What follows belongs to an exercise in optimizing a design on an open flow for small area; a production flow would make more cautious choices.
Function was checked by simulation only, so behaviour that the tests miss may differ from the original.
Power and IR drop assume default switching activity.

**flow/constraint.sdc**
```tcl
create_clock -name core_clock -period 12.0 [get_ports {clk}]
set_input_delay 2.4000 -clock core_clock [delete_from_list [all_inputs] [get_ports {clk}]]
set_output_delay 2.4000 -clock core_clock [all_outputs]
set_load 0.01 [all_outputs]
```
**flow/run.sh**
```bash
#!/bin/bash
# synth_recipe.tcl (not shown) runs the flow's synth.tcl, then flattens the netlist and writes it again
# the make line also repeats each setting of config.mk as NAME=value (left out here)
make -C /OpenROAD-flow-scripts/flow DESIGN_CONFIG=/design/flow/config.mk WORK_HOME=/design/flow/orfs CLKGATE_MAP_FILE= SYNTH_SCRIPT=/design/flow/synth_recipe.tcl finish
```
**flow/design.v**
```verilog
module control(clk, rst, finish, value, able, direc, clea, led, to_fin, state,twice_play);
input clk;
input rst;
input [3:0] value;
input finish;
output reg able;
output reg direc;
output reg clea;
output reg to_fin;
output reg twice_play;
output reg [5:0] led;
output reg [2:0] state;
parameter [7:0] initi = 8'b00000001;
parameter [7:0] recording = 8'b00000010;
parameter [7:0] record_pause = 8'b00000100;
parameter [7:0] record_finish = 8'b00001000;
parameter [7:0] playing = 8'b00010000;
parameter [7:0] play_pause = 8'b00100000;
parameter [7:0] move_forward = 8'b01000000;
parameter [7:0] move_backward = 8'b10000000;
reg [7:0] next_state;
wire [7:0] current_state = next_state;
parameter [3:0] i_on = 4'b0001; 
parameter [3:0] i_pause = 4'b0010; 
parameter [3:0] i_clear = 4'b0011; 
parameter [3:0] i_back = 4'b0100; 
reg valid_val;
always@(posedge clk) 
begin
	if(rst)
	begin
		next_state <= initi;
		valid_val = 0;
	end
	else
	begin
	if(value == 4'b1111)
		valid_val = 0; 
	case(current_state)
	initi: 
	begin
		if(value == i_on && valid_val == 0)
		begin
			next_state <= recording;
			valid_val = 1;
		end
	end
	recording: 
	begin
		if(value == i_on && valid_val == 0 )
		begin
			next_state <= record_finish;
			valid_val = 1;
		end
		else if(value == i_pause && valid_val == 0)
		begin
			next_state <= record_pause;
			valid_val = 1;
		end
	end
	record_pause: 
	begin
		if(value == i_on || value == i_pause && valid_val == 0)
		begin
			next_state <= recording;
			valid_val = 1;
		end
	end
	record_finish: 
	begin
		if(value == i_on && valid_val == 0)
		begin
			next_state <= playing;
			valid_val = 1;
		end
		else if(value == i_clear || value == i_back && valid_val == 0)
		begin
			next_state <= initi;
			valid_val = 1;
		end
	end	
	playing: 
	begin
		if(finish == 1 || value == i_on && valid_val == 0)
		begin
			next_state <= record_finish;
			valid_val = 1;
		end
		else if(value == i_pause && valid_val == 0)
		begin
			next_state <= play_pause;
			valid_val = 1;
		end
		else if(value == i_clear && valid_val == 0)
		begin
			next_state <= move_forward;
			valid_val =1;
		end
		else if(value == i_back && valid_val == 0)
		begin
			next_state <= move_backward;
			valid_val =1;
		end
	end
	play_pause: 
	begin
		if(value == i_on || value == i_pause && valid_val == 0)
		begin
			next_state <= playing;
			valid_val = 1;
		end
	end
	move_forward: 
	begin
		if(value == i_on && valid_val ==0)
		begin
			next_state <= playing;
			valid_val = 1;
		end
		else if(finish == 1 && valid_val == 0)
		begin
			next_state <= record_finish;
			valid_val =1;
		end
	end
	move_backward: 
	begin
		if(value == i_on && valid_val ==0)
		begin
			next_state <= playing;
			valid_val = 1;
		end
		else if(finish == 1 && valid_val == 0)
		begin
			next_state <= record_finish;
			valid_val =1;
		end
	end
	default:
		next_state <= initi;
	endcase
	end
end
always@(posedge clk) 
begin
	if(rst)
	begin
		state <= 3'b000;
		able <= 0;
		direc <= 0;
		clea <= 1;
		to_fin <= 0;
		twice_play <= 0;
	end
	else
	case(current_state)
	initi:
	begin
		state <= 3'b000;		 
		able <= 0;				 
		direc <= 0;				 
		clea <= 1;				 
		to_fin <= 0;				 
		twice_play <= 0;			 
	end
	recording:
	begin
		state <= 3'b001;
		able <= 1;
		direc <= 0;
		clea <= 0;
		to_fin <= 0;
		twice_play <= 0;
	end
	record_pause:
	begin
		state <= 3'b010;
		able <= 0;
		direc <= 0;
		clea <= 0;
		to_fin <= 0;
		twice_play <= 0;
	end
	record_finish:
	begin
		state <= 3'b011;
		able <= 0;
		direc <= 0;
		clea <= 0;
		to_fin <= 1;
		twice_play <= 0;
	end
	playing:
	begin
		state <= 3'b100;
		able <= 1;
		direc <= 1;
		clea <= 0;
		to_fin <= 0;
		twice_play <= 0;
	end
	play_pause:
	begin
		state <= 3'b101;
		able <= 0;
		direc <= 1;
		clea <= 0;
		to_fin <= 0;
		twice_play <= 0;
	end
	move_forward:
	begin
		state <= 3'b110;
		able <= 1;
		direc <= 1;
		clea <= 0;
		to_fin <= 0;
		twice_play <= 1;
	end
	move_backward:
	 begin
		state <= 3'b111;
		able <= 1;
		direc <= 0;
		clea <= 0;
		to_fin <= 0;
		twice_play <= 1;
	end
	default:
	begin
		state <= 3'b111;
		able <= 0;
		direc <= 0;
		clea <= 0;
		to_fin <= 0;
		twice_play <= 0;
	end
	endcase
end
always@(posedge clk)
begin
	if(rst)
		led <= 6'b000001;
	else
	case(current_state)
	initi: begin
			led <= 6'b000001;
			end
	recording: begin
			led <= 6'b000010;
			end
	record_pause:begin
			led <= 6'b000100;
			end
	record_finish:	begin
			led <= 6'b001000;
				end
	playing: begin
			led <= 6'b010000;
				end
	play_pause: begin
			led <= 6'b100000;
				end
	move_forward:begin
			led <= 6'b110000;
				end
	move_backward:begin
			led <= 6'b111000;
            end					
	default:
		begin 
			led <= 6'b111111;
		end 	
	endcase
end
endmodule
module timer(rst, tick, able, direc, clk1, clear, to_fin, play_twice, minute1, minute0, second1, second0, finish);
input able;
input direc;
input clk1;
input rst;
input tick; 
input clear;
input to_fin;
input play_twice;
output reg [3:0] minute1;
output reg [3:0] minute0;
output reg [3:0] second1;
output reg [3:0] second0;
output reg finish;
reg [7:0] minute;
reg [7:0] second;
reg [15:0] lasttime;
always@(posedge clk1)
begin	
	if(rst == 1 || tick == 1 && clear == 1)
	begin
		lasttime = 0;
		minute = 0;
		second = 0;
		finish <= 0;
	end
	else if(tick == 1)
	begin
		if(able == 0)
		begin
			finish <= 0;
			if(to_fin == 1)
			begin
				minute = lasttime/100;
				second = lasttime - minute*100;
			end
		end
		else if(able == 1 && finish == 0)
		begin
			if(direc == 0 && play_twice == 0)
			begin
				if(second < 59)
					second = second + 1;
				else if(second == 59)
				begin
					second = 0;
					minute = minute + 1;
				end
				lasttime = minute*100+second;
			end
			else if(direc == 0 && play_twice == 1)
			begin
				if(lasttime == minute*100 + second )
					finish <= 1;
				else if(second == 59)
				begin
					second = 0;
					minute = minute + 1;
				end
				else
					second = second + 1;
			end
			else if(direc == 1)
			begin
				if(minute == 0 && second == 0)
				begin
					finish <= 1;
					minute = lasttime/100;
					second = lasttime - minute*100;
				end
				else if(second == 0)
				begin
					second = 59;
					minute = minute - 1;
				end
				else 
					second = second - 1;
			end
		end
	end
end
always@(*)
begin
	minute1 = minute/10;
	minute0 = minute-10*minute1;
end
always@(*)
begin
	second1 = second/10;
	second0 = second-10*second1;
end
endmodule
module recorder(clk, rst, key, tick, state, led, able, direc, clea, to_fin,
                twice_play, finish, minute1, minute0, second1, second0);
input clk;
input rst;
input [3:0] key;
input tick;
output [2:0] state;
output [5:0] led;
output able;
output direc;
output clea;
output to_fin;
output twice_play;
output finish;
output [3:0] minute1;
output [3:0] minute0;
output [3:0] second1;
output [3:0] second0;
control u_control(.clk(clk), .rst(rst), .finish(finish), .value(key), .able(able),
                  .direc(direc), .clea(clea), .led(led), .to_fin(to_fin),
                  .state(state), .twice_play(twice_play));
timer u_timer(.rst(rst), .tick(tick), .able(able), .direc(direc), .clk1(clk),
              .clear(clea), .to_fin(to_fin), .play_twice(twice_play),
              .minute1(minute1), .minute0(minute0), .second1(second1),
              .second0(second0), .finish(finish));
endmodule
```
**flow/config.mk**
```make
export PLATFORM = sky130hd
export DESIGN_NAME = recorder
export DESIGN_NICKNAME = recorder
export VERILOG_FILES = /design/flow/design.v
export SDC_FILE = /design/flow/constraint.sdc
export NUM_CORES = 4
export LEC_CHECK = 0
export CAP_MARGIN = 20
export CORE_MARGIN = 2
export CORE_UTILIZATION = 40
export SLEW_MARGIN = 20
```
==> run summary <==
-- layout by cell type, fill, tap and decap left out, types with 37 or more instances in the layout --
| cell | instances |
|---|---|
| clkdlybuf4s50_1 | 37 |
| xnor2_1 | 76 |
| nand2_1 | 108 |
| ha_1 | 105 |
| nor3_1 | 37 |
| nor2_1 | 122 |
| inv_1 | 81 |
| dfxtp_1 | 56 |
| a21oi_1 | 93 |
| o21ai_0 | 62 |
-- through the flow --
stage	hold WS, ps	power [W]	util (%)	area [sq um]
floorplan	453	0.000421	-	9520
global placement	470	0.000509	42.8	10000
detailed placement	487	0.000510	42.8	10000
CTS	500	0.000714	43.7	10200
global route	518	0.000750	43.7	10200
finish	496	0.000708	43.7	10200
-- worst register-to-register path, delay by kind of cell (launching register included) --
| family | cells | cell delay [ps] |
|---|---|---|
| AOI/OAI and AO/OA | 15 | 4440 |
| xor gates and xnor gates | 4 | 970 |
| adders and majority gates | 5 | 1480 |
| buffers and inverters | 2 | 120 |
| DFF | 1 | 560 |
| muxes | 1 | 80 |
| and+or+nand+nor | 7 | 1740 |
-- worst paths after layout --
kind | from | endpoint | slack (ps)
max reg2reg | u_timer.lasttime[13] | u_timer.second[7] | 2530
min | u_control.next_state[2] | u_control.next_state[2] | 500
min reg2reg | u_control.next_state[2] | u_control.next_state[2] | 500
max | u_timer.minute[4] | minute0[3] | 1620
-- synth_stat cells (18+ instances only) --
library cell,number,area [sq um]
xnor2_1,76,666
nand2_1,108,405
nand2b_1,18,113
nand3_1,33,165
ha_1,105,1310
clkbuf_1,52,195
nor2_1,122,458
inv_1,81,304
a21o_1,27,203
dfxtp_1,56,1120
nor3_1,37,185
a21oi_1,93,465
xor2_1,25,219
a211oi_1,27,203
o21ai_0,62,310
-- power breakdown --
| part | internal, W | switching, W | total (W) |
|---|---|---|---|
| logic | 0.000129 | 0.000160 | 0.000289 |
| registers | 0.000205 | 0.0000135 | 0.000219 |
| clock network | 0.000121 | 0.0000791 | 0.000200 |
-- flip-flops by register name, indices dropped and copies added, names as in the netlist --
name / count
u_control.twice_play: 1
u_timer.finish: 1
u_control.valid_val: 1
u_control.direc: 1
u_control.to_fin: 1
u_control.led: 6
u_timer.lasttime: 16
u_control.state: 3
u_timer.second: 8
u_control.able: 1
u_control.next_state: 8
u_control.clea: 1
u_timer.minute: 8
-- cell type report --
type	count	share of cell area, %
clock buffer	5	1.22
clock inverter	3	0.673
inverter	82	3.01
multi-input combinational	1081	76.0
sequential	56	11.0
tap	319	3.91
timing repair buffer	45	4.21
-- kinds of logic (layout without fill, tap and decap cells) --
family | count (synthesis) | after routing | share of synthesized area, %
and+or+nand+nor | 429 | 429 | 22.1
AOI/OAI and AO/OA | 411 | 411 | 31.0
buffers and inverters | 151 | 135 | 6.66
adders and majority gates | 119 | 119 | 16.4
xor gates and xnor gates | 105 | 105 | 10.2
DFF | 56 | 56 | 11.8
muxes | 17 | 17 | 1.81
-- routing by layer --
| layer | share of wire (%) | vias to the layer above | routed length (um) | track usage, % |
|---|---|---|---|---|
| met4 | 1.1 | 0 | 299 | 4.20 |
| met3 | 4.4 | 26 | 1160 | 1.55 |
| met1 | 49 | 4376 | 12700 | 30.2 |
| met2 | 46 | 230 | 12000 | 35.1 |
| met5 | 0 | - | 0 | 0 |
| li1 | - | 4670 | - | - |
==> run summary <==
outcome=no timing/DRC/antenna violations; fin cells=1591; GPL Wtd Cong=0.902; DR vias/cell=5.85; initial antenna violation count=0; Post-CTS Setup Bufs=0; die width=158 um; Synth Instances=1288; final setup vio count=0; io pins=38; Peak VDD IR=0.0717 mV; Tightest Pin Transition=1030 ps; Yosys cell types=101; RSZ-0062 raised after global routing=no; yosys warns=2; Arr. time, crit path=7980 ps; CP peak stage delay=730 ps; Num CTS Buffers=5; drt wl/cell=16.4 um; worst rel slew slack=30.4%; Post-Syn Area=9520 sq um; area delta synth->final=7.32%; Port Buf Inserts=37; CTS tree=done; fin. max-slew vios=0; number of synthesized flops with an enable pin=0; syn nets=1411; required time of the worst setup path=9600 ps; vias in the first global route=8545; share of cells above drive strength 1=5.35%; P per Cell Area=69.2 nW/um^2; DRT antenna net count=0; Seq cells post-synth=56; die area=25100 sq um; grt total ovfl=0; Setup WS pre-CTS=1980 ps; Routed WL=26100 um; depth of the CTS H-tree=2; kind of critical path=flop to output pin; Crit path max-delay family=simple AND/OR/NAND/NOR gates; clock sink total=56; Root Driver=clkbuf_16; die extent in y=158 um; Worst-Skew Late Latency=310 ps; ys async rst share=0%; clock skew=11.7 ps; # diodes=0; Critical Path Stages=27; routed vias=9302; post-cts hold buffer count=0; Final Hold Vio Count=0; post-CTS resize count=0; final worst slack=1620 ps; MaxCap Viol Count=0; first drt pass iteration count=5; setup TNS=0 ps; Post-synth top flop=dfxtp_1; Cell Rows=56; Leakage Power=4.32 nW; mean post-synth cell area=7.39 sq um; placed cells=1583; core area=23400 sq um; critical path's slowest cell=dfxtp_1; fmax=96.3 MHz; DRC errors left=0; worst path buffer plus inverter count=4; Reg clk slew, reported paths=80 ps; Initial Util=40.7%; Setup crit start kind=flop; Hold Path Class=flop to flop; post-detail-place hpwl=20100 um; FF+latch area=1120 sq um; multi-input logic area=7770 sq um; minimum clock period=10380 ps; crit-path max FO=19; register area share after synthesis=11.8%; GRT Total Usage=21.2%; first-pass GRT wire length=43500 um; DR iter-0 viols=782; largest net degree at the start of global routing=33; Filler Cell Count=2470; fin crit share=86.5%; cell depth of the worst flop-to-flop path=34; number of nets in the layout=1394; Hold Path Depth=2; Setup crit end kind=output pin; Max clock buf depth=2

[static timing again, ports no longer ideal]
The results above use ideal ports. As a check the final layout listed here was re-extracted and re-timed, cells and wires unchanged.
Step 1, drivers: a clkbuf_16 drives clk and a buf_2 each remaining input, both assumed.
Step 2 also shifts input and output timing later by t, the mid clock arrival at the registers, as if the neighbouring blocks saw the same clock.
Slacks: ideal / step 1 / step 2; pairs: ideal / step 1.
t (ns): 0.352
slack for setup (ns): 1.616 / 1.572 / 1.924
worst setup path at the end: register to output
cell pins on the clock port's net: 1
After both steps setup and hold are still met in this run. The setup slack of this run moves by -0.044 ns with the drivers and by +0.308 ns with both steps.
